This is an optimization exercise on Yosys and OpenROAD, whose aim is small area, not a production implementation.
At most, simulation tests tie the RTL to the original design; equivalence was not proved.
Only the layout flow was run in runs 1 to 3; the RTL was not checked for function there.
In every run shown here, the design's own scripts or RTL, not TritonCTS, make the clock network.
The clock input has no modelled driver; a real chip could not lean on it and would need a root buffer or a full tree.
Power is estimated from default activity; no workload was simulated.

==> flow/design.v <==
`timescale 1ns/1ps
module mtm_Alu (
    input  wire clk,    
    input  wire rst_n,  
    input  wire sin,    
    output wire sout    
);
localparam [1:0] RX = 2'd0, CP = 2'd1, TX = 2'd2, TE = 2'd3;
reg  [1:0]  ph;
reg  [3:0]  bc;
reg  [3:0]  fc;
reg  [64:0] q;       
reg         p;       
reg         ls, rs;  
reg         sd;      
reg         dly;     
reg         t;       
reg  [3:0]  crc;     
reg         op2, op0;
reg         cf;      
wire rx = (ph == RX);
wire cp = (ph == CP);
wire tx = (ph == TX);
wire te = (ph == TE);
wire pay   = !bc[3];                 
wire b7    = (bc == 4'd7);
wire b8    = (bc == 4'd8);
wire full  = !fc[3] && fc[2] && fc[1];  
wire tend  = tx && b8 && fc[2] && fc[0];
wire eend  = te && b7;
wire a   = q[0] ^ p;
wire b   = q[32] ^ p;
wire c   = op2 ? (a ^ b ^ cf) : (op0 ? (a | b) : (a & b));
wire cfn = op2 & (((a ^ op0) & b) | (((a ^ op0) | b) & cf));
wire step = cp && rs && !dly;    
reg  tbit;
always @* begin
    if (te)
        case ({t && full, dly})
            2'b11:   tbit = 8'b11001001 >> bc[2:0];    
            2'b10:   tbit = 8'b10100101 >> bc[2:0];    
            default: tbit = 8'b10010011 >> bc[2:0];    
        endcase
    else if (fc[2])
        tbit = (bc[2:0] == 3'd0) ? 1'b0 : (bc[2:0] == 3'd4) ? (q[63] ^ p) :
               bc[2] ? crc[2] : cf;    
    else
        tbit = q[31] ^ p;
end
wire cd  = ph[1] ? tbit : (sin | (t && bc == 4'd0));    
wire cfb = cd ^ (ph[1] ? crc[2] : crc[3]);
wire crc_ok = (crc[2:0] == 3'd0) && !cfb;
wire push = rx && !t && (pay || (b8 && dly));
wire txsh = tx && pay && !fc[2];
wire up_n = ls && !push && !txsh;
reg  [1:0] ph_n;
reg  [3:0] bc_n, fc_n;
always @* begin
    ph_n = ph;
    fc_n = fc;
    if (rx && b8)
        bc_n = sin ? bc : 4'd15;
    else if (tend || (cp && !step))
        bc_n = bc;
    else
        bc_n = bc + 4'd1;
    if ((b7 && (tx || step || (rx && !t))) || tend)    
        fc_n = fc + 4'd1;
    if (rx && b7 && (t || full)) begin
        if (t && full && !dly && crc_ok) begin
            ph_n = CP;
        end else begin
            ph_n = TE;
        end
    end
    if (step && b7 && fc[0])
        ph_n = TX;
    if (tend)
        ph_n = RX;
    if (eend) begin
        ph_n = RX;
        fc_n = 4'd14;
    end
    if (!rst_n) begin
        ph_n = RX;
        bc_n = 4'd8;
        fc_n = 4'd14;
    end
end
wire cp_n   = cp && !(step && b7 && fc[0]);
wire push_n = rx && !t && ((!bc[3] && !b7) || (b7 && dly));
wire txsh_n = tx && !fc[2] && ((!bc[3] && !b7) || (bc == 4'd15));
wire ls_n   = push_n || txsh_n || (!cp_n && !up_n);
wire lo  = (dly ? sd : sin) ^ p;
wire hi  = 1'b0;
wire mid = step ? (c ^ p) : q[32];
integer i;
always @(posedge clk) begin
    p   <= !p;
    ls  <= ls_n;
    rs  <= !ls_n;
    ph  <= ph_n;
    bc  <= bc_n;
    fc  <= fc_n;
    q[0]  <= !((lo | rs) & (q[1] | ls));
    for (i = 1; i < 64; i = i + 1)
        if (i != 31) q[i] <= !((q[i-1] | rs) & (q[i+1] | ls));
    q[31] <= !((q[30] | rs) & (mid | ls));
    q[64] <= !((q[63] | rs) & (hi | ls));
    if (!cp && pay) crc <= {crc[2:0], 1'b0} ^ {2'b00, cfb, cfb};
    if (tend || eend) crc <= 4'd0;
    if (rx) sd <= sin;
    if (rx) begin
        if (bc == 4'd15) t <= sin;
        if (b8) dly <= 1'b0;
        if (!t && bc == 4'd0) dly <= rs;    
        if (t && bc == 4'd2) dly <= sin;
        if (t && bc == 4'd1) op2 <= sin;
        if (t && bc == 4'd3) op0 <= sin;
        cf <= 1'b0;
    end
    if (ph_n == CP) dly <= up_n;
    if (ph[1] && fc[2] && pay && bc[2:0] != 3'd0) begin    
        cf <= sd;
        sd <= t;
    end
    if (step) begin
        cf <= cfn;
        sd <= cf ^ cfn;
        t  <= t & !c;
    end
    if (!rst_n) begin
        p   <= 1'b0;
        ls  <= 1'b1;
        rs  <= 1'b0;
        crc <= 4'd0;
    end
end
assign sout = (rx || cp) || !((bc == 4'd14) || ((bc == 4'd15) && tx && !fc[2]) || (pay && !tbit));
endmodule
==> flow/flow/run.sh <==
#!/bin/bash
# The standard layout (standard.sh, standard synthesis unchanged), with these changes:
#  - the port buffers are buf_1 cells;
#  - after clock tree synthesis, flow/clocktree.tcl replaces its tree by three clkbuf_16
#    buffers fed by the clock port, each driving the clock pins of a third of the
#    flip-flops (cut by position), and sets combinational gates to their smallest drive
#    (repair_design then fixes any slew or capacitance limit); the rest of the flow
#    (routing, finish) is standard.
# Logs: standard_cts.log and standard.log (make's output), clocktree.log (OpenROAD's),
# and each ORFS step's full log under orfs/logs.
set -euo pipefail
export CTS_ARGS="-sink_clustering_enable -repair_clock_nets -dont_use_dummy_load"
export BUFFER_PORTS_ARGS="-buffer_cell sky130_fd_sc_hd__buf_1"
bash standard.sh cts > standard_cts.log 2>&1
R=orfs/results/${FLOW_PLATFORM}/mtm_Alu/base
LIB=$(ls ${FLOW_HOME}/platforms/${FLOW_PLATFORM}/lib/sky130_fd_sc_hd__tt_025C_1v80.lib) \
PLATFORM_DIR=${FLOW_HOME}/platforms/${FLOW_PLATFORM} \
IN_ODB=$R/4_cts.odb IN_SDC=$R/4_cts.sdc OUT_ODB=$R/4_cts_new.odb \
NBUF=3 BUFCELL=sky130_fd_sc_hd__clkbuf_16 \
  openroad -no_init -exit flow/clocktree.tcl > clocktree.log 2>&1
cp $R/4_cts_new.odb $R/4_1_cts.odb
sleep 1
cp $R/4_cts_new.odb $R/4_cts.odb
rm -f $R/4_cts_new.odb
bash standard.sh > standard.log 2>&1
==> flow/flow/clocktree.tcl <==
# Rebuild the clock tree that CTS made: drive the flip-flop clock pins from NBUF buffers of
# type BUFCELL, all fed by the clock port's net; then size gates down (below).
# Reads and writes the odb given in env vars.
set lib $::env(LIB)
read_db $::env(IN_ODB)
read_liberty $lib
read_sdc $::env(IN_SDC)
source $::env(PLATFORM_DIR)/setRC.tcl
set block [ord::get_db_block]
set nbuf $::env(NBUF)
set bufcell $::env(BUFCELL)
set db [ord::get_db]
set master [$db findMaster $bufcell]
# the clock port's net
set clkbterm [$block findBTerm clk]
set rootnet [$clkbterm getNet]
# collect sinks: flip-flop clock pins reached through the CTS buffers
set sinks {}
set todo [list $rootnet]
set cts_bufs {}
set cts_nets {}
while {[llength $todo] > 0} {
  set net [lindex $todo 0]
  set todo [lrange $todo 1 end]
  foreach it [$net getITerms] {
    if {[$it isOutputSignal]} { continue }
    set inst [$it getInst]
    set mname [[$inst getMaster] getName]
    if {[string match "*clkbuf*" $mname] || [string match "*clkinv*" $mname]} {
      lappend cts_bufs $inst
      foreach o [$inst getITerms] {
        if {[$o isOutputSignal] && [$o getNet] ne "NULL"} {
          lappend todo [$o getNet]
          lappend cts_nets [$o getNet]
        }
      }
    } else {
      lappend sinks $it
    }
  }
}
puts "sinks [llength $sinks], old clock buffers [llength $cts_bufs]"
foreach it $sinks { $it disconnect }
foreach inst $cts_bufs { odb::dbInst_destroy $inst }
foreach net $cts_nets { odb::dbNet_destroy $net }
# order the sinks by position and cut them into nbuf groups
set pts {}
foreach it $sinks {
  set inst [$it getInst]
  set loc [$inst getLocation]
  lappend pts [list [lindex $loc 0] [lindex $loc 1] $it]
}
set n [llength $pts]
if {$nbuf == 2} {
  set pts [lsort -integer -index 0 $pts]
  set groups [list [lrange $pts 0 [expr {$n/2-1}]] [lrange $pts [expr {$n/2}] end]]
} elseif {$nbuf == 4} {
  set pts [lsort -integer -index 0 $pts]
  set h [expr {$n/2}]
  set groups {}
  foreach half [list [lrange $pts 0 [expr {$h-1}]] [lrange $pts $h end]] {
    set half [lsort -integer -index 1 $half]
    set m [llength $half]
    lappend groups [lrange $half 0 [expr {$m/2-1}]] [lrange $half [expr {$m/2}] end]
  }
} else {
  set pts [lsort -integer -index 0 $pts]
  set groups {}
  for {set g 0} {$g < $nbuf} {incr g} {
    lappend groups [lrange $pts [expr {$g*$n/$nbuf}] [expr {($g+1)*$n/$nbuf-1}]]
  }
}
set g 0
foreach grp $groups {
  set sx 0; set sy 0
  foreach p $grp { incr sx [lindex $p 0]; incr sy [lindex $p 1] }
  set cx [expr {$sx / [llength $grp]}]
  set cy [expr {$sy / [llength $grp]}]
  set inst [odb::dbInst_create $block $master "clkbuf_leaf_$g"]
  $inst setLocation $cx $cy
  $inst setPlacementStatus PLACED
  set net [odb::dbNet_create $block "clknet_leaf_$g"]
  $net setSigType CLOCK
  foreach it [$inst getITerms] {
    set mt [[$it getMTerm] getName]
    if {$mt eq "A"} { $it connect $rootnet }
    if {$mt eq "X"} { $it connect $net }
  }
  foreach p $grp { [lindex $p 2] connect $net }
  puts "leaf $g: [llength $grp] sinks at $cx $cy"
  incr g
}
# Synthesis (ABC) leaves some gates of a low fanout at drive 2 or 4; put every
# combinational gate at its smallest drive, then let repair_design fix any slew or
# capacitance limit that this breaks. Flip-flops, buffers and clock cells stay as they are.
set ndown 0
foreach inst [$block getInsts] {
  set mname [[$inst getMaster] getName]
  if {![regexp {^(sky130_fd_sc_hd__[a-z0-9]+)_([0-9]+)$} $mname -> base drive]} { continue }
  if {$drive <= 1} { continue }
  if {[regexp {__(df|edf|sdf|clk|buf|tap|fill|decap|conb|dly)} $mname]} { continue }
  set small ""
  foreach d {0 1} {
    if {$small eq "" && [$db findMaster ${base}_$d] ne "NULL"} { set small ${base}_$d }
  }
  if {$small eq ""} { continue }
  puts "downsize [$inst getName] $mname -> $small"
  replace_cell [$inst getName] $small
  incr ndown
}
puts "downsized $ndown gates"
estimate_parasitics -placement
repair_design
detailed_placement
check_placement -verbose
estimate_parasitics -placement
report_clock_skew
set worst 0
foreach pin [all_registers -clock_pins -edge_triggered] {
  foreach edge {rise fall} {
    foreach a {min max} {
      set s [expr {[sta::time_ui_sta [get_property $pin slew_${a}_$edge]] * 1e12}]
      if {$s > $worst} { set worst $s }
    }
  }
}
puts "worst flip-flop clock pin slew (placement estimate): $worst ps"
report_check_types -max_slew -max_capacitance
write_db $::env(OUT_ODB)
==> flow/standard.sh <==
#!/bin/bash
# synth_recipe.tcl (not shown) runs the flow's synth.tcl, then flattens the netlist and writes it again
# the make line also repeats each setting of config.mk as NAME=value (left out here)
make -C /OpenROAD-flow-scripts/flow DESIGN_CONFIG=/design/flow/config.mk WORK_HOME=/design/flow/orfs CLKGATE_MAP_FILE= SYNTH_SCRIPT=/design/flow/synth_recipe.tcl "${@:-finish}"
==> flow/config.mk <==
export PLATFORM = sky130hd
export DESIGN_NAME = mtm_Alu
export DESIGN_NICKNAME = mtm_Alu
export VERILOG_FILES = /design/flow/design.v
export SDC_FILE = /design/flow/constraint.sdc
export NUM_CORES = 4
export LEC_CHECK = 0
export ABC_AREA = 1
export CAP_MARGIN = 20
export CORE_MARGIN = 2
export CORE_UTILIZATION = 40
export SLEW_MARGIN = 20
==> flow/constraint.sdc <==
create_clock -name core_clock -period 8.0 [get_ports {clk}]
set_input_delay 1.6000 -clock core_clock [delete_from_list [all_inputs] [get_ports {clk}]]
set_output_delay 1.6000 -clock core_clock [all_outputs]
set_load 0.01 [all_outputs]
==> impl_metrics.env, run 1 <==
export IMPL_grt_use_total_pct=15.29
export IMPL_area_growth_pct=2.097
export IMPL_synthMuxAreaShare_pct=0
export IMPL_syn_nets=391
export IMPL_first_pass_iters=4
export IMPL_power_density_nw_per_um2=359.2
export IMPL_setup_tns_ns=0
export IMPL_yosysTopAreaCell="dfxtp_1"
export IMPL_avgRoutedWirePerCell_um=13.99
export IMPL_stdcell_count=474
export IMPL_nNetsFinal=381
export IMPL_core_um2=8217
export IMPL_worst_slew_pin_transition_ns=0.7671
export IMPL_skew_ns=0.007165
export IMPL_period_share_pct=45.35
export IMPL_worstSetupStartpointType="flip-flop"
export IMPL_path_max_fanout=9
export IMPL_drtIter0Drc=142
export IMPL_grt_max_degree=68
export IMPL_grt_pass1_wl_um=11320
export IMPL_ios=4
export IMPL_antenna_left=0
export IMPL_synth_edff_count=6
export IMPL_final_cell_mix="dfxtp_1 (80), o22ai_1 (63), nand2_1 (56)"
export IMPL_synth_top_area_share_pct=48.27
export IMPL_place_ws_ns=4.588
export IMPL_rsz0062_at_grt="no"
export IMPL_numPlacedInstances=471
export IMPL_cts_sinks=88
export IMPL_route_detailed_drc=0
export IMPL_drv_cap=0
export IMPL_finalSetupViolCount=0
export IMPL_p_leak_nw=1.393
export IMPL_cts_hold_buf=0
export IMPL_hold_violations=0
export IMPL_wl_um=6633
export IMPL_synthCells=381
export IMPL_synth_top_family_by_area="compound AO/OA/AOI/OAI gates"
export IMPL_postCtsSetupRepairBufs=0
export IMPL_n_antenna_cell=0
export IMPL_arrival_ns=2.03
export IMPL_slew_violations=0
export IMPL_async_reset_ff_share_pct=0
export IMPL_cts_resized=0
export IMPL_ys_warn_count=1
export IMPL_fin_crit_ns=3.628
export IMPL_dieArea_um2=9255
export IMPL_hpwlAfterDp_um=4668
export IMPL_fmax_mhz=275.7
export IMPL_layout_setup_ws_ns=4.372
export IMPL_synth_area_per_cell_um2=8.926
export IMPL_grt_pass1_vias=2471
export IMPL_synth_flop_cell="dfxtp_1"
export IMPL_slew_headroom_pct=48.47
export IMPL_clock_latency_ns=0.17
export IMPL_antenna_found_initial=0
export IMPL_hold_class="reg -> reg"
export IMPL_start_util_pct=41.39
export IMPL_synth_seq_cells=88
export IMPL_chipWidth_um=96.21
export IMPL_ys_seq_area_share_pct=53.57
export IMPL_path_clk_slew_ns=0.11
export IMPL_yosys_area_share_adder_pct=2.575
export IMPL_synth_compound_area_share_pct=21.45
export IMPL_required_ns=6.40
export IMPL_io_buffers=3
export IMPL_crit_type="reg -> out"
export IMPL_final_layout_size_suffix_gt1_share_pct=1.626
export IMPL_ir_drop_mv=0.1088
export IMPL_ys_top_cells_by_area="dfxtp_1 (48%), o22ai_1 (12%), nand2_1 (5.5%)"
export IMPL_gr_total_overflow=0
export IMPL_num_rows=33
export IMPL_power_w=0.001247
export IMPL_synthSimpleGateAreaFrac_pct=14.35
export IMPL_dieHeight_um=96.21
export IMPL_place_gp_congestion=0.8861
export IMPL_synth_distinct_cells=36
export IMPL_critPathCaptureType="output port"
export IMPL_via_count=2610
export IMPL_synth_xor_area_share_pct=1.288
export IMPL_layout_commonest_cell="dfxtp_1"
export IMPL_outcome="complete, no violations"
export IMPL_syn_cell_area_um2=3401
export IMPL_vias_per_cell=5.506
## worst max-delay path, stage by stage (launching register included)
cell and delay, ns:
edfxtp_1 0.55, inv_1 0.11, nor3_1 0.40, nand2_1 0.13, nand2_1 0.09, nand2_1 0.05, nand3_1 0.07, nand2_1 0.05
nand2_1 0.09, o32ai_1 0.08, inv_1 0.08, buf_1 0.15
## worst paths after layout
kind,cells past startpoint,slack [ns],to,from
setup / recovery,11,4.37,sout,t$_DFFE_PP_
hold / removal,1,0.42,q[63]$_DFF_P_,q[64]$_DFF_P_
setup reg to reg,8,5.31,dly$_DFFE_PP_,rs$_SDFF_PN0_
hold reg to reg,1,0.42,q[63]$_DFF_P_,q[64]$_DFF_P_
## final cells by class
cell class,instances,area [um^2]
Multi-Input combinational cell,234,1270
Tap cell,105,131.4
Fill cell,815,4745
Buffer,3,75.07
Inverter,40,150.1
Timing Repair Buffer,4,18.77
Sequential cell,88,1827
## cells in the mapped netlist, types with 5 or more instances
cell and number:
a21oi_1 16, buf_1 7, clkbuf_1 7, dfxtp_1 82, edfxtp_1 6, ha_1 7, inv_1 34, inv_2 6
nand2_1 50, nand2_2 6, nand3_1 17, nand4_1 5, nor2_1 13, o21ai_0 24, o22ai_1 63
## per-stage QoR
stage	hold slack [ns]	utilization [%]	area [um^2]
3_5_place_dp	0.4101	42.27	3473
6_report	0.4186	42.26	3472
5_1_grt	0.4556	42.26	3472
2_1_floorplan	0.3881	-	3401
3_3_place_gp	0.3949	42.27	3473
4_1_cts	0.4154	43.78	3597
## report_power, final
group | switching, W | internal [W] | leakage (nW)
Sequential | 0.000142 | 0.000637 | 0.748
Combinational | 0.000154 | 0.000139 | 0.609
Clock | 0.000106 | 0.0000695 | 0.0370
## flip-flops by register name, summed over array words and instances (netlist names)
signal	cells
op2	1
t	1
op0	1
q	65
bc	4
cf	1
fc	4
sd	1
ph	2
crc	4
ls	1
p	1
rs	1
dly	1
## per-layer routing
| layer | vias up | GRT usage, % | part of all wire (%) | wire (um) |
|---|---|---|---|---|
| met3 | 11 | 2.584 | 3.8 | 254 |
| met2 | 61 | 25.75 | 47 | 3137 |
| met4 | 0 | 5.000 | 2.4 | 158 |
| met5 | - | 0 | 0 | 0 |
| met1 | 1222 | 19.87 | 46 | 3083 |
| li1 | 1316 | - | - | - |
## cells by family after synthesis
group	count (synthesis)
buffers and inverters	59
adders and majority gates	7
AOI/OAI and AO/OA	119
and+or+nand+nor	103
DFF	88
xor gates and xnor gates	5
==> run 2, diff against run 1 <==
--- a/flow/design.v
+++ b/flow/design.v
@@ -47,8 +47,8 @@
     else
         tbit = q[31] ^ p;
 end
-wire cd  = ph[1] ? tbit : (sin | (t && bc == 4'd0));    
-wire cfb = cd ^ (ph[1] ? crc[2] : crc[3]);
+wire cd  = tx ? tbit : (sin | (t && bc == 4'd0));
+wire cfb = cd ^ (tx ? crc[2] : crc[3]);
 wire crc_ok = (crc[2:0] == 3'd0) && !cfb;
 wire push = rx && !t && (pay || (b8 && dly));
 wire txsh = tx && pay && !fc[2];
==> impl_metrics.env, run 2 <==
export IMPL_outcome="complete, no violations"
export IMPL_antenna_found_initial=0
export IMPL_synth_edff_count=6
export IMPL_skew_ns=0.006145
export IMPL_path_delay_family="simple AND/OR/NAND/NOR gates"
export IMPL_gr_total_overflow=0
export IMPL_reg2reg_depth=7
export IMPL_synth_flop_cell="dfxtp_1"
export IMPL_pwr_share_comb_pct=22.3
export IMPL_grt_use_total_pct=14.68
export IMPL_vias_per_cell=5.335
export IMPL_layout_setup_ws_ns=4.396
export IMPL_final_cell_mix="dfxtp_1 (80), o22ai_1 (66), nand2_1 (54)"
export IMPL_hpwlAfterDp_um=4417
export IMPL_synthCells=373
export IMPL_layout_commonest_cell="dfxtp_1"
export IMPL_drv_cap=0
export IMPL_num_rows=33
export IMPL_nNetsFinal=375
export IMPL_slew_violations=0
export IMPL_power_density_nw_per_um2=360.7
export IMPL_crit_buf_inv=2
export IMPL_rsz0062_at_grt="no"
export IMPL_p_leak_nw=1.335
export IMPL_synth_distinct_cells=36
export IMPL_synth_seq_cells=88
export IMPL_period_share_pct=45.06
export IMPL_hold_violations=0
export IMPL_clock_latency_ns=0.16
export IMPL_via_count=2497
export IMPL_crit_slowest_cell="dfxtp_1"
export IMPL_grt_pass1_wl_um=10860
export IMPL_fillers=834
export IMPL_path_max_fanout=7
export IMPL_worst_slew_pin_transition_ns=0.9147
export IMPL_finalSetupViolCount=0
export IMPL_synth_top_area_share_pct=48.72
export IMPL_wl_um=6384
export IMPL_n_antenna_cell=0
export IMPL_cts_hold_buf=0
export IMPL_fin_crit_ns=3.605
export IMPL_route_detailed_drc=0
export IMPL_numPlacedInstances=465
export IMPL_p_seq_share_pct=63.9
export IMPL_crit_type="reg -> out"
export IMPL_first_pass_iters=4
export IMPL_path_clk_slew_ns=0.10
export IMPL_area_growth_pct=2.191
export IMPL_chipWidth_um=95.78
export IMPL_cp_common_cell="nand2_1"
export IMPL_p_int_w=0.0008471
export IMPL_switchingPower_w=0.0003948
export IMPL_crit_chain="nand2_1 > nor2_1 > nand2_1 > nor2_1 > nor2_1 > inv_1 > a21oi_1 > o21ai_0 > nand3_1 > nand2_1 > o21ai_1 > nand2_1 > buf_1"
export IMPL_grt_max_degree=67
export IMPL_slowest_delay_ns=0.49
export IMPL_arrival_ns=2.00
export IMPL_place_gp_congestion=0.8946
export IMPL_p_clk_share_pct=13.8
export IMPL_largest_register_ffs=65
export IMPL_crit_cells=13
export IMPL_hold_class="reg -> reg"
export IMPL_final_layout_size_suffix_gt1_share_pct=1.377
export IMPL_ys_warn_count=1
export IMPL_dieArea_um2=9174
export IMPL_slew_headroom_pct=38.55
export IMPL_synth_area_per_cell_um2=9.033
export IMPL_setup_tns_ns=0
export IMPL_syn_cell_area_um2=3369
export IMPL_synth_most_common_cell="dfxtp_1"
export IMPL_worstSetupStartpointType="flip-flop"
export IMPL_dieHeight_um=95.78
export IMPL_top_register="q"
export IMPL_ys_seq_area_share_pct=54.07
export IMPL_required_ns=6.40
export IMPL_netSwitchingFraction_pct=31.79
export IMPL_whs_path_depth=1
export IMPL_place_ws_ns=4.720
export IMPL_core_um2=8175
export IMPL_syn_nets=383
export IMPL_stdcell_count=468
export IMPL_critPathCaptureType="output port"
export IMPL_async_reset_ff_share_pct=0
export IMPL_drtIter0Drc=140
export IMPL_cts_sinks=88
export IMPL_antenna_left=0
export IMPL_io_buffers=3
export IMPL_ys_top_cells_by_area="dfxtp_1 (49%), o22ai_1 (12%), edfxtp_1 (5.3%)"
export IMPL_synthTopCellsByCount="dfxtp_1 (82), o22ai_1 (66), nand2_1 (45)"
export IMPL_grt_pass1_vias=2309
export IMPL_ios=4
export IMPL_ir_drop_mv=0.2034
export IMPL_avgRoutedWirePerCell_um=13.64
export IMPL_fmax_mhz=277.4
export IMPL_yosysTopAreaCell="dfxtp_1"
export IMPL_postCtsSetupRepairBufs=0
export IMPL_cts_resized=0
export IMPL_start_util_pct=41.22
[run 2: cell count changes after synthesis, moves of 3 or more]
cell and change:
buf_2 -3, o22ai_1 +3, inv_1 -3, inv_2 -4
nand2_1 -5, o21ai_0 -6, nor2_1 +6
[run 2: cell type report]
type / count / area [um^2] / area share, %
plain buffers: 3 / 75.07 / 2.180
inverters: 33 / 123.9 / 3.597
multi-input cells: 236 / 1272 / 36.95
flip-flops and latches: 88 / 1829 / 53.12
well taps: 105 / 131.4 / 3.815
repair buffers: 3 / 11.26 / 0.3270
[run 2: cells by family (layout without fill, tap and decap cells)]
family / count (synthesis) / in the layout / share of synthesized area (%)
compound gates: 114 / 114 / 20.46
xor+xnor: 6 / 6 / 1.560
fa+ha+maj: 7 / 7 / 2.599
buf+inv: 49 / 39 / 5.718
flops: 88 / 88 / 54.07
simple gates: 109 / 109 / 15.60
[run 2: path summary, 6_finish.rpt]
kind,slack (ns),end,start
worst max register to register,5.36,bc[2]$_SDFFE_PN0P_,rs$_SDFF_PN0_
worst max-delay path,4.40,sout,fc[2]$_SDFFE_PP1P_
worst min-delay path,0.41,q[63]$_DFF_P_,q[64]$_DFF_P_
worst min register to register,0.41,q[63]$_DFF_P_,q[64]$_DFF_P_
[run 2: layer usage]
layer,GRT usage (%),routed length [um],share of wire (%),up-vias
met5,0,0,0,-
met4,3.690,87,1.4,0
met3,2.349,118,1.8,9
met2,23.83,2931,46,24
met1,20.45,3245,51,1159
li1,-,-,-,1305
[run 2: through the flow]
stage | util, % | cell area [um^2] | power (W) | hold WS [ns]
3_5_place_dp | 42.15 | 3446 | 0.001090 | 0.4005
5_1_grt | 42.12 | 3443 | 0.001332 | 0.4132
4_1_cts | 43.66 | 3570 | 0.001321 | 0.4131
6_report | 42.12 | 3443 | 0.001242 | 0.4090
2_1_floorplan | - | 3369 | 0.001005 | 0.3881
3_3_place_gp | 42.15 | 3446 | 0.001081 | 0.3974
[run 2: power by group through the flow]
stage | Combinational, W | Sequential [W] | Clock [W]
2_1_floorplan | 0.000278 | 0.000727 | 0
3_3_place_gp | 0.000279 | 0.000801 | 0
3_5_place_dp | 0.000286 | 0.000804 | 0
4_1_cts | 0.000288 | 0.000795 | 0.000238
5_1_grt | 0.000317 | 0.000821 | 0.000194
6_report | 0.000277 | 0.000793 | 0.000171
==> run 3, diff against run 2 <==
--- a/flow/flow/run.sh
+++ b/flow/flow/run.sh
@@ -1,5 +1,5 @@
 #!/bin/bash
-# The standard layout (standard.sh, standard synthesis unchanged), with these changes:
+# The standard layout (standard.sh), with these changes:
 #  - the port buffers are buf_1 cells;
 #  - after clock tree synthesis, flow/clocktree.tcl replaces its tree by three clkbuf_16
 #    buffers fed by the clock port, each driving the clock pins of a third of the
@@ -9,6 +9,13 @@
 # Logs: standard_cts.log and standard.log (make's output), clocktree.log (OpenROAD's),
 # and each ORFS step's full log under orfs/logs.
 set -euo pipefail
+# Synthesis: ORFS's, unchanged but for the ABC script that maps the combinational logic
+# (flow/abc_area.script: area-oriented mapping, no up-sizing). Flip-flops are mapped before
+# ABC runs, so the registers, their names and their cell types are the standard synthesis's.
+rm -rf scripts_abc
+cp -r "${FLOW_HOME}/scripts" scripts_abc
+cp flow/abc_area.script scripts_abc/abc_area.script
+export SCRIPTS_DIR="$PWD/scripts_abc"
 export CTS_ARGS="-sink_clustering_enable -repair_clock_nets -dont_use_dummy_load"
 export BUFFER_PORTS_ARGS="-buffer_cell sky130_fd_sc_hd__buf_1"
 bash standard.sh cts > standard_cts.log 2>&1
==> flow/flow/abc_area.script (new file) <==
strash
&get -n
&st
&synch2
&dch
&nf -R 1000 -p -F 8 -A 8 -C 32
&put
topo
==> impl_metrics.env, run 3 <==
export IMPL_outcome="complete, no violations"
export IMPL_layout_setup_ws_ns=4.457
export IMPL_min_from="q[64]$_DFF_P_"
export IMPL_start_util_pct=41.02
export IMPL_worstReg2RegEnd="bc[3]$_SDFFE_PN1P_"
export IMPL_route_detailed_drc=0
export IMPL_ys_seq_area_share_pct=58.08
export IMPL_grt_use_total_pct=13.57
export IMPL_top_register="q"
export IMPL_synth_most_common_cell="dfxtp_1"
export IMPL_finalSetupViolCount=0
export IMPL_vias_per_cell=5.518
export IMPL_avgRoutedWirePerCell_um=13.51
export IMPL_wl_um=5713
export IMPL_stdcell_count=423
export IMPL_synth_flop_cell="dfxtp_1"
export IMPL_crit_slowest_cell="dfxtp_1"
export IMPL_io_buffers=3
export IMPL_hpwlAfterDp_um=3757
export IMPL_antenna_found_initial=0
export IMPL_hold_class="reg -> reg"
export IMPL_hold_violations=0
export IMPL_largest_register_ffs=65
export IMPL_crit_chain="clkinv_1 > ha_1 > o21ai_0 > a21oi_1 > o22a_1 > o22ai_1 > o211ai_1 > buf_1"
export IMPL_place_ws_ns=4.639
export IMPL_via_count=2334
export IMPL_slew_violations=0
export IMPL_fmax_mhz=282.3
export IMPL_skew_ns=0.006002
export IMPL_n_antenna_cell=0
export IMPL_crit_buf_inv=2
export IMPL_num_rows=32
export IMPL_cts_sinks=88
export IMPL_rsz0062_at_grt="no"
export IMPL_path_max_fanout=8
export IMPL_grt_max_degree=68
export IMPL_path_delay_family="compound AO/OA/AOI/OAI gates"
export IMPL_final_layout_size_suffix_gt1_share_pct=1.558
export IMPL_arrival_ns=1.94
export IMPL_antenna_left=0
export IMPL_synth_top_area_share_pct=52.33
export IMPL_final_cell_mix="dfxtp_1 (80), o22ai_1 (64), nand2_1 (30)"
export IMPL_ys_top_cells_by_area="dfxtp_1 (52%), o22ai_1 (13%), edfxtp_1 (5.7%)"
export IMPL_grt_pass1_vias=2103
export IMPL_period_share_pct=44.28
export IMPL_syn_cell_area_um2=3137
export IMPL_worst_slew_pin_transition_ns=0.6374
export IMPL_ys_warn_count=1
export IMPL_p_leak_nw=1.204
export IMPL_numPlacedInstances=420
export IMPL_dieHeight_um=92.56
export IMPL_synthTopCellsByCount="dfxtp_1 (82), o22ai_1 (64), nand2_1 (30)"
export IMPL_first_pass_iters=4
export IMPL_area_growth_pct=7.060
export IMPL_synth_edff_count=6
export IMPL_drv_cap=0
export IMPL_rrSetupSlack_ns=5.59
export IMPL_hold_end="q[63]$_DFF_P_"
export IMPL_async_reset_ff_share_pct=0
export IMPL_grt_pass1_wl_um=9735
export IMPL_yosysTopAreaCell="dfxtp_1"
export IMPL_setup_tns_ns=0
export IMPL_slowest_delay_ns=0.49
export IMPL_slew_headroom_pct=57.51
export IMPL_core_um2=7647
export IMPL_postCtsSetupRepairBufs=0
export IMPL_gr_total_overflow=0
export IMPL_ir_drop_mv=0.1347
export IMPL_critPathCaptureType="output port"
export IMPL_whs_path_depth=1
export IMPL_place_gp_congestion=0.8202
export IMPL_final_area_um2=3358
export IMPL_cts_resized=0
export IMPL_final_util_pct=43.91
export IMPL_cts_hold_buf=0
export IMPL_drtIter0Drc=160
export IMPL_reg2reg_depth=10
export IMPL_crit_type="reg -> out"
export IMPL_synth_area_per_cell_um2=9.958
export IMPL_syn_nets=325
export IMPL_chipWidth_um=92.56
export IMPL_layout_commonest_cell="dfxtp_1"
export IMPL_synth_distinct_cells=27
export IMPL_placed_area_um2=3278
export IMPL_ios=4
export IMPL_worstSetupStartpointType="flip-flop"
export IMPL_dieArea_um2=8566
export IMPL_nNetsFinal=333
export IMPL_synth_seq_cells=88
export IMPL_clock_latency_ns=0.16
export IMPL_fin_crit_ns=3.543
export IMPL_synthCells=315
export IMPL_reg2reg_from="bc[1]$_SDFFE_PN0P_"
export IMPL_power_density_nw_per_um2=363.9
export IMPL_required_ns=6.40
export IMPL_path_clk_slew_ns=0.10
-- run 3: metal layers --
metal / vias to the layer above / GRT usage [%] / share of wire (%) / routed length [um]
met3: 5 / 2.848 / 2.7 / 152
met5: - / 0 / 0 / 0
met2: 31 / 21.90 / 45 / 2558
met4: 0 / 3.109 / 1.0 / 59
li1: 1194 / - / - / -
met1: 1104 / 18.71 / 51 / 2942
-- run 3: power breakdown --
group | leakage (nW) | internal, W | switching (W)
Combinational | 0.419 | 0.000139 | 0.000113
Sequential | 0.748 | 0.000637 | 0.000162
Clock | 0.0370 | 0.0000694 | 0.000102
Total | 1.20 | 0.000845 | 0.000377
-- run 3: cell type report --
cell class | instances | area [um^2]
sequential | 88 | 1829
tap | 102 | 127.6
buffer | 3 | 75.07
inverter | 10 | 37.54
multi-input combinational | 217 | 1277
fill | 751 | 4289
timing repair buffer | 3 | 11.26
-- run 3: how the worst max path moves through the flow --
stage | startpoint | to | depth (start not counted)
floorplan | bc[1]$_SDFFE_PN0P_ | sout | 6
global placement | bc[1]$_SDFFE_PN0P_ | sout | 8
detailed placement | rst_n | dly$_DFFE_PP_ | 7
CTS | bc[1]$_SDFFE_PN0P_ | sout | 8
global route | bc[1]$_SDFFE_PN0P_ | sout | 8
finish | bc[1]$_SDFFE_PN0P_ | sout | 8
-- run 3: cells by family after synthesis --
family	after synthesis	synth area share, %
simple gates	72	10.17
xor+xnor	13	3.630
fa+ha+maj	7	2.792
buf+inv	10	1.197
mux	3	0.9574
flops	88	58.08
compound gates	122	23.18
-- run 3: metrics by stage --
stage               hold WS (ns)  total power (W)
floorplan                 0.3993        0.0009747
global placement          0.4053         0.001049
detailed placement        0.4102         0.001057
CTS                       0.4239         0.001291
global route              0.4559         0.001309
finish                    0.4242         0.001222
==> run 4, diff against run 3 <==
--- a/flow/design.v
+++ b/flow/design.v
@@ -26,8 +26,7 @@
 wire b7    = (bc == 4'd7);
 wire b8    = (bc == 4'd8);
 wire full  = !fc[3] && fc[2] && fc[1];  
-wire tend  = tx && b8 && fc[2] && fc[0];
-wire eend  = te && b7;
+wire rend  = ph[1] && b7 && (ph[0] || fc[2]);    
 wire a   = q[0] ^ p;
 wire b   = q[32] ^ p;
 wire c   = op2 ? (a ^ b ^ cf) : (op0 ? (a | b) : (a & b));
@@ -47,8 +46,8 @@
     else
         tbit = q[31] ^ p;
 end
-wire cd  = tx ? tbit : (sin | (t && bc == 4'd0));
-wire cfb = cd ^ (tx ? crc[2] : crc[3]);
+wire cd  = ph[1] ? tbit : (sin | (t && bc == 4'd0));    
+wire cfb = cd ^ (ph[1] ? crc[2] : crc[3]);
 wire crc_ok = (crc[2:0] == 3'd0) && !cfb;
 wire push = rx && !t && (pay || (b8 && dly));
 wire txsh = tx && pay && !fc[2];
@@ -60,11 +59,11 @@
     fc_n = fc;
     if (rx && b8)
         bc_n = sin ? bc : 4'd15;
-    else if (tend || (cp && !step))
+    else if (cp && !step)
         bc_n = bc;
     else
         bc_n = bc + 4'd1;
-    if ((b7 && (tx || step || (rx && !t))) || tend)    
+    if (b7 && (tx || step || (rx && !t)))    
         fc_n = fc + 4'd1;
     if (rx && b7 && (t || full)) begin
         if (t && full && !dly && crc_ok) begin
@@ -75,9 +74,7 @@
     end
     if (step && b7 && fc[0])
         ph_n = TX;
-    if (tend)
-        ph_n = RX;
-    if (eend) begin
+    if (rend) begin
         ph_n = RX;
         fc_n = 4'd14;
     end
@@ -108,15 +105,15 @@
     q[31] <= !((q[30] | rs) & (mid | ls));
     q[64] <= !((q[63] | rs) & (hi | ls));
     if (!cp && pay) crc <= {crc[2:0], 1'b0} ^ {2'b00, cfb, cfb};
-    if (tend || eend) crc <= 4'd0;
+    if (rend) crc <= 4'd0;
     if (rx) sd <= sin;
     if (rx) begin
         if (bc == 4'd15) t <= sin;
         if (b8) dly <= 1'b0;
         if (!t && bc == 4'd0) dly <= rs;    
         if (t && bc == 4'd2) dly <= sin;
-        if (t && bc == 4'd1) op2 <= sin;
-        if (t && bc == 4'd3) op0 <= sin;
+        if (bc == 4'd1) op2 <= sin;    
+        if (bc == 4'd3) op0 <= sin;
         cf <= 1'b0;
     end
     if (ph_n == CP) dly <= up_n;
--- a/flow/flow/run.sh
+++ b/flow/flow/run.sh
@@ -9,13 +9,15 @@
 # Logs: standard_cts.log and standard.log (make's output), clocktree.log (OpenROAD's),
 # and each ORFS step's full log under orfs/logs.
 set -euo pipefail
-# Synthesis: ORFS's, unchanged but for the ABC script that maps the combinational logic
-# (flow/abc_area.script: area-oriented mapping, no up-sizing). Flip-flops are mapped before
+# Synthesis: ORFS's, unchanged but for the mapping of the combinational logic: the ABC
+# script (flow/abc_area.script: area-oriented mapping, no up-sizing), and no adder cells. Flip-flops are mapped before
 # ABC runs, so the registers, their names and their cell types are the standard synthesis's.
 rm -rf scripts_abc
 cp -r "${FLOW_HOME}/scripts" scripts_abc
 cp flow/abc_area.script scripts_abc/abc_area.script
 export SCRIPTS_DIR="$PWD/scripts_abc"
+# No adder extraction either: ABC maps the counters' increments with the rest.
+export ADDER_MAP_FILE=
 export CTS_ARGS="-sink_clustering_enable -repair_clock_nets -dont_use_dummy_load"
 export BUFFER_PORTS_ARGS="-buffer_cell sky130_fd_sc_hd__buf_1"
 bash standard.sh cts > standard_cts.log 2>&1
==> impl_metrics.env, run 4 <==
export IMPL_drv_cap=0
export IMPL_worstSetupStartpointType="flip-flop"
export IMPL_route_detailed_drc=0
export IMPL_finalSetupViolCount=0
export IMPL_path_delay_family="compound AO/OA/AOI/OAI gates"
export IMPL_final_cell_mix="dfxtp_1 (80), o22ai_1 (68), nand2_1 (26)"
export IMPL_grt_max_degree=68
export IMPL_antenna_left=0
export IMPL_cp_common_cell="a21oi_1"
export IMPL_num_rows=31
export IMPL_final_layout_size_suffix_gt1_share_pct=1.935
export IMPL_holdWs_ns=0.4232
export IMPL_ys_warn_count=1
export IMPL_synth_most_common_cell="dfxtp_1"
export IMPL_final_area_um2=3301
export IMPL_crit_type="reg -> out"
export IMPL_antenna_found_initial=0
export IMPL_postCtsSetupRepairBufs=0
export IMPL_placed_area_um2=3221
export IMPL_async_reset_ff_share_pct=0
export IMPL_synthTopCellsByCount="dfxtp_1 (82), o22ai_1 (68), nand2_1 (26)"
export IMPL_rsz0062_at_grt="no"
export IMPL_grt_use_total_pct=13.97
export IMPL_cts_resized=0
export IMPL_crit_buf_inv=1
export IMPL_slowest_delay_ns=0.63
export IMPL_synth_top_area_share_pct=53.38
export IMPL_layout_commonest_cell="dfxtp_1"
export IMPL_synth_flop_cell="dfxtp_1"
export IMPL_hold_violations=0
export IMPL_dieArea_um2=8406
export IMPL_hold_class="reg -> reg"
export IMPL_fmax_mhz=287.7
export IMPL_grt_pass1_vias=2133
export IMPL_critPathCaptureType="output port"
export IMPL_outcome="complete, no violations"
export IMPL_fin_crit_ns=3.475
export IMPL_start_util_pct=41.95
export IMPL_arrival_ns=1.88
export IMPL_first_pass_iters=4
export IMPL_path_clk_slew_ns=0.10
export IMPL_power_w=0.001178
export IMPL_synth_area_per_cell_um2=10.15
export IMPL_slew_headroom_pct=51.60
export IMPL_power_density_nw_per_um2=356.9
export IMPL_hpwlAfterDp_um=3760
export IMPL_cts_hold_buf=0
export IMPL_crit_slowest_cell="dfxtp_1"
export IMPL_nNetsFinal=315
export IMPL_ys_top_cells_by_area="dfxtp_1 (53%), o22ai_1 (14%), edfxtp_1 (5.9%)"
export IMPL_ir_drop_mv=0.1460
export IMPL_slew_violations=0
export IMPL_io_buffers=3
export IMPL_area_growth_pct=7.323
export IMPL_ios=4
export IMPL_synthCells=303
export IMPL_setup_tns_ns=0
export IMPL_path_max_fanout=15
export IMPL_chipWidth_um=91.69
export IMPL_drtIter0Drc=159
export IMPL_period_share_pct=43.44
export IMPL_via_count=2321
export IMPL_top_register="q"
export IMPL_gr_total_overflow=0
export IMPL_required_ns=6.40
export IMPL_synth_seq_cells=88
export IMPL_largest_register_ffs=65
export IMPL_clock_latency_ns=0.17
export IMPL_synth_distinct_cells=34
export IMPL_syn_nets=306
export IMPL_yosysTopAreaCell="dfxtp_1"
export IMPL_vias_per_cell=5.675
export IMPL_syn_cell_area_um2=3075
export IMPL_n_antenna_cell=0
export IMPL_synth_edff_count=6
export IMPL_core_um2=7331
export IMPL_p_leak_nw=1.194
export IMPL_wl_um=5685
export IMPL_dieHeight_um=91.69
export IMPL_skew_ns=0.005759
export IMPL_grt_pass1_wl_um=9922
export IMPL_cts_sinks=88
export IMPL_place_gp_congestion=0.8061
export IMPL_avgRoutedWirePerCell_um=13.90
export IMPL_ys_seq_area_share_pct=59.24
export IMPL_final_util_pct=45.02
export IMPL_crit_chain="o22ai_1 > a21oi_1 > a31oi_1 > a21oi_1 > o21ai_0 > o211ai_1 > buf_1"
export IMPL_worst_slew_pin_transition_ns=0.7234
-- run 4: changes by cell type in the layout (fill, tap and decap cells not counted), moves of 3 or more --
cell      change
nor4_1        +3
and3_1        -3
o22ai_1       +4
nor3_1        -3
clkinv_1      -6
a21oi_1       +5
nand2_1       -4
ha_1          -7
o21ai_0      -11
-- run 4: final timing paths --
path | endpoint | slack (ns) | cells after the start | startpoint
worst min-delay path | q[63]$_DFF_P_ | 0.42 | 1 | q[64]$_DFF_P_
worst max-delay path | sout | 4.52 | 7 | bc[2]$_SDFFE_PN0P_
worst max register to register | dly$_DFFE_PP_ | 5.24 | 7 | ph[0]$_DFF_P_
worst min register to register | q[63]$_DFF_P_ | 0.42 | 1 | q[64]$_DFF_P_
-- run 4: power breakdown --
part	switching, W	internal (W)
logic	0.0000875	0.000128
clock network	0.000103	0.0000694
registers	0.000160	0.000631
-- run 4: metrics by stage --
step	instances	setup slack (ns)
floorplan	303	5.063
global placement	406	4.783
detailed placement	406	4.748
CTS	415	4.386
global route	409	4.324
finish	409	4.525
-- run 4: cell families (layout without fill, tap and decap cells) --
| family | count (synthesis) | after routing | synth area share, % |
|---|---|---|---|
| multiplexers | 2 | 2 | 0.6510 |
| AO/OA/AOI/OAI | 121 | 121 | 24.13 |
| AND/OR/NAND/NOR | 73 | 73 | 11.23 |
| flip-flops | 88 | 88 | 59.23 |
| XOR/XNOR | 15 | 15 | 4.272 |
| buffers and inverters | 4 | 11 | 0.4881 |
-- run 4: layout make-up --
class / count / area [um^2]
timing repair buffer: 4 / 18.77
inverter: 4 / 15.01
multi-input combinational: 211 / 1239
buffer: 3 / 75.07
tap: 99 / 123.9
fill: 700 / 4030
sequential: 88 / 1829
-- run 4: metal layers --
layer | share of wire (%) | up-vias | track usage, %
li1 | - | 1176 | -
met1 | 51 | 1108 | 19.47
met2 | 46 | 34 | 23.22
met3 | 2.7 | 3 | 1.972
met4 | 0.70 | 0 | 2.778
met5 | 0 | - | 0
==> run 5, diff against run 4 <==
--- a/flow/flow/run.sh
+++ b/flow/flow/run.sh
@@ -1,5 +1,5 @@
 #!/bin/bash
-# The standard layout (standard.sh), with these changes:
+# The standard layout (standard.sh, standard synthesis unchanged), with these changes:
 #  - the port buffers are buf_1 cells;
 #  - after clock tree synthesis, flow/clocktree.tcl replaces its tree by three clkbuf_16
 #    buffers fed by the clock port, each driving the clock pins of a third of the
@@ -9,15 +9,6 @@
 # Logs: standard_cts.log and standard.log (make's output), clocktree.log (OpenROAD's),
 # and each ORFS step's full log under orfs/logs.
 set -euo pipefail
-# Synthesis: ORFS's, unchanged but for the mapping of the combinational logic: the ABC
-# script (flow/abc_area.script: area-oriented mapping, no up-sizing), and no adder cells. Flip-flops are mapped before
-# ABC runs, so the registers, their names and their cell types are the standard synthesis's.
-rm -rf scripts_abc
-cp -r "${FLOW_HOME}/scripts" scripts_abc
-cp flow/abc_area.script scripts_abc/abc_area.script
-export SCRIPTS_DIR="$PWD/scripts_abc"
-# No adder extraction either: ABC maps the counters' increments with the rest.
-export ADDER_MAP_FILE=
 export CTS_ARGS="-sink_clustering_enable -repair_clock_nets -dont_use_dummy_load"
 export BUFFER_PORTS_ARGS="-buffer_cell sky130_fd_sc_hd__buf_1"
 bash standard.sh cts > standard_cts.log 2>&1
removed: flow/flow/abc_area.script
==> impl_metrics.env, run 5 <==
export IMPL_crit_type="reg -> out"
export IMPL_dieArea_um2=9239
export IMPL_grt_pass1_vias=2370
export IMPL_grt_pass1_wl_um=10940
export IMPL_drv_cap=0
export IMPL_io_buffers=3
export IMPL_n_antenna_cell=0
export IMPL_crit_buf_inv=5
export IMPL_arrival_ns=1.89
export IMPL_syn_nets=394
export IMPL_vias_per_cell=5.344
export IMPL_path_clk_slew_ns=0.11
export IMPL_holdWs_ns=0.4157
export IMPL_period_share_pct=43.67
export IMPL_critPathCaptureType="output port"
export IMPL_cp_common_cell="inv_1"
export IMPL_ys_seq_area_share_pct=53.67
export IMPL_path_max_fanout=6
export IMPL_path_delay_family="buffers and inverters"
export IMPL_seqCellArea_um2=1827
export IMPL_postCtsSetupRepairBufs=0
export IMPL_synth_distinct_cells=35
export IMPL_ir_drop_mv=0.2139
export IMPL_worst_slew_pin_transition_ns=0.6440
export IMPL_route_detailed_drc=0
export IMPL_outcome="complete, no violations"
export IMPL_p_leak_nw=1.392
export IMPL_wl_um=6595
export IMPL_crit_chain="inv_1 > ha_1 > inv_1 > nor2_1 > inv_1 > nand4_1 > nand3_1 > nand2_1 > nand2_1 > o32ai_1 > inv_1 > buf_1"
export IMPL_num_rows=33
export IMPL_grt_max_degree=68
export IMPL_synth_edff_count=6
export IMPL_syn_cell_area_um2=3395
export IMPL_start_util_pct=41.31
export IMPL_hpwlAfterDp_um=4559
export IMPL_grt_use_total_pct=14.68
export IMPL_drtIter0Drc=130
export IMPL_skew_ns=0.009965
export IMPL_multi_input_area_um2=1266
export IMPL_synth_most_common_cell="dfxtp_1"
export IMPL_synthCells=384
export IMPL_first_pass_iters=4
export IMPL_crit_cells=12
export IMPL_power_density_nw_per_um2=352.7
export IMPL_final_cell_mix="dfxtp_1 (80), o22ai_1 (64), nand2_1 (53)"
export IMPL_cts_sinks=88
export IMPL_synth_seq_cells=88
export IMPL_area_growth_pct=2.949
export IMPL_antenna_found_initial=0
export IMPL_avgRoutedWirePerCell_um=13.77
export IMPL_reg2reg_depth=9
export IMPL_required_ns=6.40
export IMPL_cts_hold_buf=0
export IMPL_largest_register_ffs=65
export IMPL_yosysTopAreaCell="dfxtp_1"
export IMPL_cts_resized=0
export IMPL_setup_tns_ns=0
export IMPL_hold_class="reg -> reg"
export IMPL_core_um2=8217
export IMPL_ys_warn_count=1
export IMPL_slew_violations=0
export IMPL_hold_violations=0
export IMPL_synth_flop_cell="dfxtp_1"
export IMPL_ys_top_cells_by_area="dfxtp_1 (48%), o22ai_1 (12%), edfxtp_1 (5.3%)"
export IMPL_fmax_mhz=286.3
export IMPL_top_register="q"
export IMPL_gr_total_overflow=0
export IMPL_place_gp_congestion=0.9620
export IMPL_synthTopCellsByCount="dfxtp_1 (82), o22ai_1 (64), nand2_1 (48)"
export IMPL_slowest_delay_ns=0.42
export IMPL_fin_crit_ns=3.493
export IMPL_finalSetupViolCount=0
export IMPL_async_reset_ff_share_pct=0
export IMPL_final_layout_size_suffix_gt1_share_pct=1.604
export IMPL_dieHeight_um=96.12
export IMPL_crit_slowest_cell="dfxtp_1"
export IMPL_antenna_left=0
export IMPL_layout_commonest_cell="dfxtp_1"
export IMPL_nNetsFinal=386
export IMPL_rsz0062_at_grt="no"
export IMPL_synth_top_area_share_pct=48.36
export IMPL_chipWidth_um=96.12
export IMPL_ios=4
export IMPL_fillers=839
export IMPL_slew_headroom_pct=57.07
export IMPL_synth_area_per_cell_um2=8.840
export IMPL_worstSetupStartpointType="flip-flop"
export IMPL_clock_latency_ns=0.17
export IMPL_whs_path_depth=1
export IMPL_via_count=2560
[run 5: cells by family after synthesis]
group                    synth area share, %
XOR/XNOR                               2.064
AO/OA/AOI/OAI                          20.24
AND/OR/NAND/NOR                        14.01
flip-flops                             53.67
buffers and inverters                  7.446
adder cells (fa/ha/maj)                2.580
[run 5: worst reg2reg max path, stage by stage (launching register included)]
cell and delay (ns):
dfxtp_2 0.32, buf_4 0.50, nand3_1 0.43, inv_1 0.28, nor3_1 0.08, inv_1 0.08
o21ai_0 0.22, nor2_1 0.18, xor2_1 0.17, a21oi_1 0.09
[run 5: where the power goes]
group / internal, W / switching (W)
registers: 0.000636 / 0.000137
clock network: 0.0000696 / 0.000107
logic: 0.000138 / 0.000145
[run 5: final cells by class]
class                      count  area share [%]
buffer                         3           2.148
inverter                      47           5.048
multi-input combinational    232           36.23
sequential                    88           52.27
tap                          105           3.759
timing repair buffer           4          0.5371
[run 5: metrics by stage]
stage	utilization (%)	area [um^2]	instances	setup WS, ns	total power [W]
after floorplan	-	3395	384	5.048	0.0009797
after global placement	42.24	3471	476	4.794	0.001054
after detailed placement	42.24	3471	476	4.770	0.001063
after CTS	43.75	3595	485	4.383	0.001296
after global routing	42.53	3495	479	4.307	0.001310
final	42.53	3495	479	4.507	0.001232
[run 5: worst paths after layout]
| check | startpoint | slack, ns | endpoint |
|---|---|---|---|
| max | bc[0]$_SDFFE_PN0P_ | 4.51 | sout |
| min | q[64]$_DFF_P_ | 0.42 | q[63]$_DFF_P_ |
| max reg2reg | rs$_SDFF_PN0_ | 5.55 | bc[2]$_SDFFE_PN0P_ |
| min reg2reg | q[64]$_DFF_P_ | 0.42 | q[63]$_DFF_P_ |
[run 5: per-layer routing]
metal | global-route usage, % | share of wire, % | vias to the layer above
met5 | 0 | 0 | -
met4 | 2.143 | 0.44 | 0
met3 | 2.428 | 2.9 | 2
met2 | 22.92 | 44 | 38
met1 | 21.74 | 53 | 1203
li1 | - | - | 1317
==> run 6, diff against run 5 <==
--- a/flow/design.v
+++ b/flow/design.v
@@ -40,17 +40,16 @@
             2'b10:   tbit = 8'b10100101 >> bc[2:0];    
             default: tbit = 8'b10010011 >> bc[2:0];    
         endcase
-    else if (fc[2])
-        tbit = (bc[2:0] == 3'd0) ? 1'b0 : (bc[2:0] == 3'd4) ? (q[63] ^ p) :
-               bc[2] ? crc[2] : cf;    
+    else if (fc[2] && bc[2] && bc[1:0] != 2'd0)
+        tbit = crc[2];
     else
-        tbit = q[31] ^ p;
+        tbit = q[31] ^ p;    
 end
 wire cd  = ph[1] ? tbit : (sin | (t && bc == 4'd0));    
 wire cfb = cd ^ (ph[1] ? crc[2] : crc[3]);
 wire crc_ok = (crc[2:0] == 3'd0) && !cfb;
 wire push = rx && !t && (pay || (b8 && dly));
-wire txsh = tx && pay && !fc[2];
+wire txsh = tx && pay;
 wire up_n = ls && !push && !txsh;
 reg  [1:0] ph_n;
 reg  [3:0] bc_n, fc_n;
@@ -86,9 +85,18 @@
 end
 wire cp_n   = cp && !(step && b7 && fc[0]);
 wire push_n = rx && !t && ((!bc[3] && !b7) || (b7 && dly));
-wire txsh_n = tx && !fc[2] && ((!bc[3] && !b7) || (bc == 4'd15));
+wire txsh_n = tx && ((!bc[3] && !b7) || (bc == 4'd15));
 wire ls_n   = push_n || txsh_n || (!cp_n && !up_n);
-wire lo  = (dly ? sd : sin) ^ p;
+reg  flagv;
+always @*
+    case (bc[2:0])
+        3'd1:    flagv = cf;
+        3'd2:    flagv = sd;
+        3'd3:    flagv = t;
+        3'd4:    flagv = q[35] ^ p;
+        default: flagv = 1'b0;
+    endcase
+wire lo  = (tx ? flagv : dly ? sd : sin) ^ p;
 wire hi  = 1'b0;
 wire mid = step ? (c ^ p) : q[32];
 integer i;
@@ -117,10 +125,6 @@
         cf <= 1'b0;
     end
     if (ph_n == CP) dly <= up_n;
-    if (ph[1] && fc[2] && pay && bc[2:0] != 3'd0) begin    
-        cf <= sd;
-        sd <= t;
-    end
     if (step) begin
         cf <= cfn;
         sd <= cf ^ cfn;
--- a/flow/flow/run.sh
+++ b/flow/flow/run.sh
@@ -1,5 +1,5 @@
 #!/bin/bash
-# The standard layout (standard.sh, standard synthesis unchanged), with these changes:
+# The standard layout (standard.sh), with these changes:
 #  - the port buffers are buf_1 cells;
 #  - after clock tree synthesis, flow/clocktree.tcl replaces its tree by three clkbuf_16
 #    buffers fed by the clock port, each driving the clock pins of a third of the
@@ -9,6 +9,15 @@
 # Logs: standard_cts.log and standard.log (make's output), clocktree.log (OpenROAD's),
 # and each ORFS step's full log under orfs/logs.
 set -euo pipefail
+# Synthesis: ORFS's, unchanged but for the mapping of the combinational logic: the ABC
+# script (flow/abc_area.script: area-oriented mapping, no up-sizing), and no adder cells. Flip-flops are mapped before
+# ABC runs, so the registers, their names and their cell types are the standard synthesis's.
+rm -rf scripts_abc
+cp -r "${FLOW_HOME}/scripts" scripts_abc
+cp flow/abc_area.script scripts_abc/abc_area.script
+export SCRIPTS_DIR="$PWD/scripts_abc"
+# No adder extraction either: ABC maps the counters' increments with the rest.
+export ADDER_MAP_FILE=
 export CTS_ARGS="-sink_clustering_enable -repair_clock_nets -dont_use_dummy_load"
 export BUFFER_PORTS_ARGS="-buffer_cell sky130_fd_sc_hd__buf_1"
 bash standard.sh cts > standard_cts.log 2>&1
==> flow/flow/abc_area.script (new file) <==
strash
&get -n
&st
&synch2
&dch
&nf -R 1000 -p -F 8 -A 8 -C 32
&put
topo
==> impl_metrics.env, run 6 <==
export IMPL_drtIter0Drc=136
export IMPL_synth_most_common_cell="dfxtp_1"
export IMPL_synth_seq_cells=88
export IMPL_outcome="complete, no violations"
export IMPL_vias_per_cell=5.567
export IMPL_placed_area_um2=3197
export IMPL_grt_use_total_pct=14.00
export IMPL_grt_max_degree=68
export IMPL_ys_seq_area_share_pct=59.55
export IMPL_ys_top_cells_by_area="dfxtp_1 (54%), o22ai_1 (13%), edfxtp_1 (5.9%)"
export IMPL_synth_flop_cell="dfxtp_1"
export IMPL_layout_setup_ws_ns=4.461
export IMPL_final_cell_mix="dfxtp_1 (80), o22ai_1 (66), o21ai_0 (24)"
export IMPL_fin_crit_ns=3.539
export IMPL_drv_cap=0
export IMPL_layout_commonest_cell="dfxtp_1"
export IMPL_synth_edff_count=6
export IMPL_antenna_found_initial=0
export IMPL_synthCells=299
export IMPL_cts_sinks=88
export IMPL_num_rows=31
export IMPL_wl_um=5651
export IMPL_setup_tns_ns=0
export IMPL_syn_cell_area_um2=3059
export IMPL_slew_headroom_pct=56.62
export IMPL_first_pass_iters=5
export IMPL_synth_area_per_cell_um2=10.23
export IMPL_synth_top_area_share_pct=53.66
export IMPL_power_density_nw_per_um2=372.1
export IMPL_rsz0062_at_grt="no"
export IMPL_clock_latency_ns=0.17
export IMPL_worstSetupStartpointType="flip-flop"
export IMPL_avgRoutedWirePerCell_um=13.99
export IMPL_synth_distinct_cells=35
export IMPL_grt_pass1_wl_um=9791
export IMPL_hold_violations=0
export IMPL_gr_total_overflow=0
export IMPL_cts_hold_buf=0
export IMPL_final_area_um2=3277
export IMPL_area_growth_pct=7.116
export IMPL_cts_resized=0
export IMPL_largest_register_ffs=65
export IMPL_via_count=2249
export IMPL_worst_slew_pin_transition_ns=0.6507
export IMPL_crit_type="reg -> out"
export IMPL_place_ws_ns=4.696
export IMPL_path_max_fanout=19
export IMPL_hold_class="reg -> reg"
export IMPL_slew_violations=0
export IMPL_ios=4
export IMPL_route_detailed_drc=0
export IMPL_final_layout_size_suffix_gt1_share_pct=1.639
export IMPL_core_um2=7331
export IMPL_postCtsSetupRepairBufs=0
export IMPL_hpwlAfterDp_um=3592
export IMPL_ir_drop_mv=0.2359
export IMPL_fmax_mhz=282.6
export IMPL_syn_nets=302
export IMPL_chipWidth_um=91.45
export IMPL_dieHeight_um=91.45
export IMPL_dieArea_um2=8363
export IMPL_async_reset_ff_share_pct=0
export IMPL_start_util_pct=41.73
export IMPL_ys_warn_count=1
export IMPL_place_gp_congestion=0.7998
export IMPL_n_antenna_cell=0
export IMPL_nNetsFinal=310
export IMPL_grt_pass1_vias=2122
export IMPL_antenna_left=0
export IMPL_skew_ns=0.01071
export IMPL_top_register="q"
export IMPL_path_clk_slew_ns=0.11
export IMPL_synthTopCellsByCount="dfxtp_1 (82), o22ai_1 (66), o21ai_0 (24)"
export IMPL_fillers=693
export IMPL_finalSetupViolCount=0
export IMPL_arrival_ns=1.94
export IMPL_critPathCaptureType="output port"
export IMPL_period_share_pct=44.24
export IMPL_required_ns=6.40
export IMPL_p_leak_nw=1.151
export IMPL_yosysTopAreaCell="dfxtp_1"
export IMPL_io_buffers=3
-- run 6: cell types whose count changed after synthesis, moves of 6 or more --
cell      previous run  this run
nand2_1             48        19
inv_1               47         0
clkinv_1             0         6
o21ai_0             17        24
ha_1                 7         0
nand3_1             14         5
clkbuf_1            11         0
-- run 6: worst max-delay path, stage by stage (launching register included) --
cell and delay (ns):
dfxtp_1 0.70, nor3_1 0.21, or3_1 0.40, o22ai_1 0.20, o211ai_1 0.10, buf_1 0.16
-- run 6: cell families after synthesis --
kind of cell           share of synthesized area (%)
XOR/XNOR                                       4.008
AND/OR/NAND/NOR                                9.285
flip-flops                                     59.55
multiplexers                                   1.309
AO/OA/AOI/OAI                                  25.11
buffers and inverters                         0.7361
-- run 6: final cells by class --
class                           count  area, um^2  share of cell area (%)
Tap cell                           99       123.9                   3.780
Sequential cell                    88        1829                   55.82
Buffer                              3       75.07                   2.291
Inverter                            6       22.52                  0.6873
Timing Repair Buffer                3       11.26                  0.3436
Multi-Input combinational cell    205        1215                   37.08
-- run 6: routing by layer --
metal  global-route usage (%)  part of all wire [%]
met5                        0                     0
met4                    4.419                   1.6
met3                    2.573                   3.6
met2                    21.81                    43
met1                    19.64                    52
-- run 6: power by group --
| part | switching, W | total (W) | internal [W] |
|---|---|---|---|
| Sequential | 0.000182 | 0.000817 | 0.000635 |
| Clock | 0.000104 | 0.000173 | 0.0000695 |
| Combinational | 0.0000912 | 0.000229 | 0.000137 |
| Total | 0.000377 | 0.00122 | 0.000842 |
-- run 6: path summary, 6_finish.rpt --
kind | startpoint | to | slack (ns) | cells past startpoint
setup / recovery | bc[0]$_SDFFE_PN0P_ | sout | 4.46 | 5
hold / removal | q[64]$_DFF_P_ | q[63]$_DFF_P_ | 0.43 | 1
setup reg to reg | bc[0]$_SDFFE_PN0P_ | dly$_DFFE_PP_ | 5.19 | 9
hold reg to reg | q[64]$_DFF_P_ | q[63]$_DFF_P_ | 0.43 | 1
-- run 6: stage by stage --
step | power, W | hold WS, ns | util [%] | std cells
global route | 0.001301 | 0.4549 | 44.70 | 404
floorplan | 0.0009701 | 0.3993 | - | 299
CTS | 0.001287 | 0.4210 | 45.30 | 410
detailed placement | 0.001052 | 0.4069 | 43.61 | 401
global placement | 0.001040 | 0.4103 | 43.61 | 401
finish | 0.001219 | 0.4284 | 44.70 | 404
==> run 7, diff against run 6 <==
--- a/flow/flow/run.sh
+++ b/flow/flow/run.sh
@@ -10,7 +10,7 @@
 # and each ORFS step's full log under orfs/logs.
 set -euo pipefail
 # Synthesis: ORFS's, unchanged but for the mapping of the combinational logic: the ABC
-# script (flow/abc_area.script: area-oriented mapping, no up-sizing), and no adder cells. Flip-flops are mapped before
+# script (flow/abc_area.script: AIG optimisation by &deepsyn, then area-oriented mapping, no up-sizing), and no adder cells. Flip-flops are mapped before
 # ABC runs, so the registers, their names and their cell types are the standard synthesis's.
 rm -rf scripts_abc
 cp -r "${FLOW_HOME}/scripts" scripts_abc
==> flow/flow/abc_area.script (replaced) <==
strash
&get -n
&st
&deepsyn -I 5 -J 50
&put
dch
amap -F 4 -A 8
topo
==> impl_metrics.env, run 7 <==
export IMPL_chipWidth_um=90.54
export IMPL_n_antenna_cell=0
export IMPL_largest_register_ffs=65
export IMPL_cts_hold_buf=0
export IMPL_required_ns=6.40
export IMPL_final_layout_size_suffix_gt1_share_pct=1.582
export IMPL_skew_ns=0.01149
export IMPL_synthCells=310
export IMPL_power_density_nw_per_um2=374.9
export IMPL_finalSetupViolCount=0
export IMPL_yosysTopAreaCell="dfxtp_1"
export IMPL_ys_top_cells_by_area="dfxtp_1 (55%), o22ai_1 (15%), edfxtp_1 (6.0%)"
export IMPL_synth_seq_cells=88
export IMPL_crit_type="reg -> out"
export IMPL_synthMuxAreaShare_pct=0
export IMPL_seqCellArea_um2=1829
export IMPL_synth_top_area_share_pct=54.80
export IMPL_fmax_mhz=254.3
export IMPL_synthTopCellsByCount="dfxtp_1 (82), o22ai_1 (74), clkinv_1 (37)"
export IMPL_synth_flop_cell="dfxtp_1"
export IMPL_layout_commonest_cell="dfxtp_1"
export IMPL_io_buffers=3
export IMPL_grt_max_degree=67
export IMPL_worst_slew_pin_transition_ns=0.6478
export IMPL_wl_um=5672
export IMPL_slew_headroom_pct=56.81
export IMPL_arrival_ns=2.33
export IMPL_drv_cap=0
export IMPL_area_growth_pct=7.268
export IMPL_ios=4
export IMPL_hpwlAfterDp_um=3929
export IMPL_grt_pass1_vias=2117
export IMPL_ys_seq_area_share_pct=60.82
export IMPL_syn_cell_area_um2=2995
export IMPL_antenna_found_initial=0
export IMPL_hold_violations=0
export IMPL_multi_input_area_um2=1035
export IMPL_place_ws_ns=4.293
export IMPL_dieArea_um2=8197
export IMPL_cts_resized=0
export IMPL_place_gp_congestion=0.9134
export IMPL_synth_most_common_cell="dfxtp_1"
export IMPL_async_reset_ff_share_pct=0
export IMPL_postCtsSetupRepairBufs=0
export IMPL_clock_latency_ns=0.17
export IMPL_setup_tns_ns=0
export IMPL_cts_sinks=88
export IMPL_synth_edff_count=6
export IMPL_grt_use_total_pct=13.92
export IMPL_drtIter0Drc=93
export IMPL_syn_nets=313
export IMPL_outcome="complete, no violations"
export IMPL_path_max_fanout=8
export IMPL_gr_total_overflow=0
export IMPL_fillers=711
export IMPL_period_share_pct=49.16
export IMPL_ys_warn_count=1
export IMPL_synth_distinct_cells=24
export IMPL_core_um2=7253
export IMPL_synth_xor_area_share_pct=0
export IMPL_ir_drop_mv=0.2838
export IMPL_critPathCaptureType="output port"
export IMPL_first_pass_iters=4
export IMPL_slew_violations=0
export IMPL_nNetsFinal=321
export IMPL_hold_class="reg -> reg"
export IMPL_num_rows=31
export IMPL_avgRoutedWirePerCell_um=13.67
export IMPL_rrSetupSlack_ns=4.74
export IMPL_fin_crit_ns=3.933
export IMPL_path_clk_slew_ns=0.11
export IMPL_yosys_area_share_adder_pct=0
export IMPL_worstSetupStartpointType="flip-flop"
export IMPL_synth_area_per_cell_um2=9.662
export IMPL_vias_per_cell=5.605
export IMPL_grt_pass1_wl_um=9804
export IMPL_start_util_pct=41.30
export IMPL_antenna_left=0
export IMPL_rsz0062_at_grt="no"
export IMPL_final_cell_mix="dfxtp_1 (80), o22ai_1 (74), clkinv_1 (37)"
export IMPL_route_detailed_drc=0
export IMPL_synthSimpleGateAreaFrac_pct=8.438
export IMPL_synth_top_family_by_area="compound AO/OA/AOI/OAI gates"
export IMPL_dieHeight_um=90.54
export IMPL_synth_compound_area_share_pct=26.11
export IMPL_top_register="q"
export IMPL_holdWs_ns=0.4269
export IMPL_p_leak_nw=1.108
export IMPL_layout_setup_ws_ns=4.067
export IMPL_via_count=2326
==> run 7: cell types whose count changed after synthesis, sizes merged, moves of 3 or more <==
cell    change
a211oi      -3
o22ai       +8
xor2        -8
clkinv     +31
xnor2       -6
mux2i       -4
nor3        +9
nor2        +6
o221ai      +3
nand2       -8
nor2b       -3
a21oi       -6
==> run 7: through the flow <==
stage	utilization [%]	area, um^2	total power [W]	cells
after floorplan	-	2995	0.0009557	310
after global routing	44.30	3213	0.001288	415
after detailed placement	43.19	3133	0.001040	412
after global placement	43.19	3133	0.001028	412
after CTS	44.90	3257	0.001274	421
final	44.30	3213	0.001205	415
==> run 7: cells by family after synthesis <==
group,Yosys count
AO/OA/AOI/OAI,128
buffers and inverters,37
AND/OR/NAND/NOR,57
flip-flops,88
==> run 7: area by class of cell <==
type | instances | share of cell area (%)
buffer | 3 | 2.336
inverter | 37 | 4.322
multi-input combinational | 185 | 32.20
sequential | 88 | 56.93
tap | 99 | 3.855
timing repair buffer | 3 | 0.3505
==> run 7: path summary, 6_finish.rpt <==
kind,start,cells past startpoint,to
min reg2reg,q[64]$_DFF_P_,1,q[63]$_DFF_P_
min,q[64]$_DFF_P_,1,q[63]$_DFF_P_
max reg2reg,t$_DFFE_PP_,16,dly$_DFFE_PP_
max,t$_DFFE_PP_,9,sout
==> run 7: worst max-delay path, stage by stage (launching register included) <==
cell      delay, ns
edfxtp_1       0.36
clkinv_1       0.21
nor4_1         0.44
o21ai_0        0.19
nand2_1        0.10
o211ai_1       0.08
o311ai_0       0.09
o21ai_0        0.22
a221o_1        0.36
buf_1          0.13
==> run 7: metal layers <==
metal  track usage (%)  routed length (um)
met1             20.70                2914
met2             20.90                2461
met3             2.755                 238
met4             3.077                  58
met5                 0                   0
==> run 7: where the power goes <==
group          switching (W)  internal, W
Clock               0.000104    0.0000695
Sequential          0.000151     0.000636
Combinational       0.000125     0.000119
Total               0.000380     0.000825

[port drivers added, routing unchanged]
In the flow no input, the clock included, has a driving cell. The finished layouts below were timed again as built, in two steps.
Step 1, drivers: a clkbuf_16 drives clk and a buf_2 each remaining input, both assumed.
Step 2 also shifts input and output timing later by t, the mid clock arrival at the registers, as if the neighbouring blocks saw the same clock.
Three values: ideal, step 1, step 2; two values: the first two.
| run | t, ns | slack for setup (ns) | latest minus earliest clock arrival (ns) |
|---|---|---|---|
| run 1 | 0.225 | 4.372 / 4.311 / 4.536 | 0.008 / 0.008 |
| run 2 | 0.223 | 4.396 / 4.333 / 4.556 | 0.008 / 0.008 |
| run 3 | 0.220 | 4.457 / 4.398 / 4.617 | 0.007 / 0.007 |
| run 4 | 0.222 | 4.525 / 4.466 / 4.687 | 0.007 / 0.007 |
| run 5 | 0.220 | 4.507 / 4.450 / 4.670 | 0.011 / 0.012 |
| run 6 | 0.218 | 4.461 / 4.405 / 4.623 | 0.011 / 0.011 |
| run 7 | 0.220 | 4.067 / 4.010 / 4.230 | 0.016 / 0.016 |
After both steps every run listed still meets setup and hold.
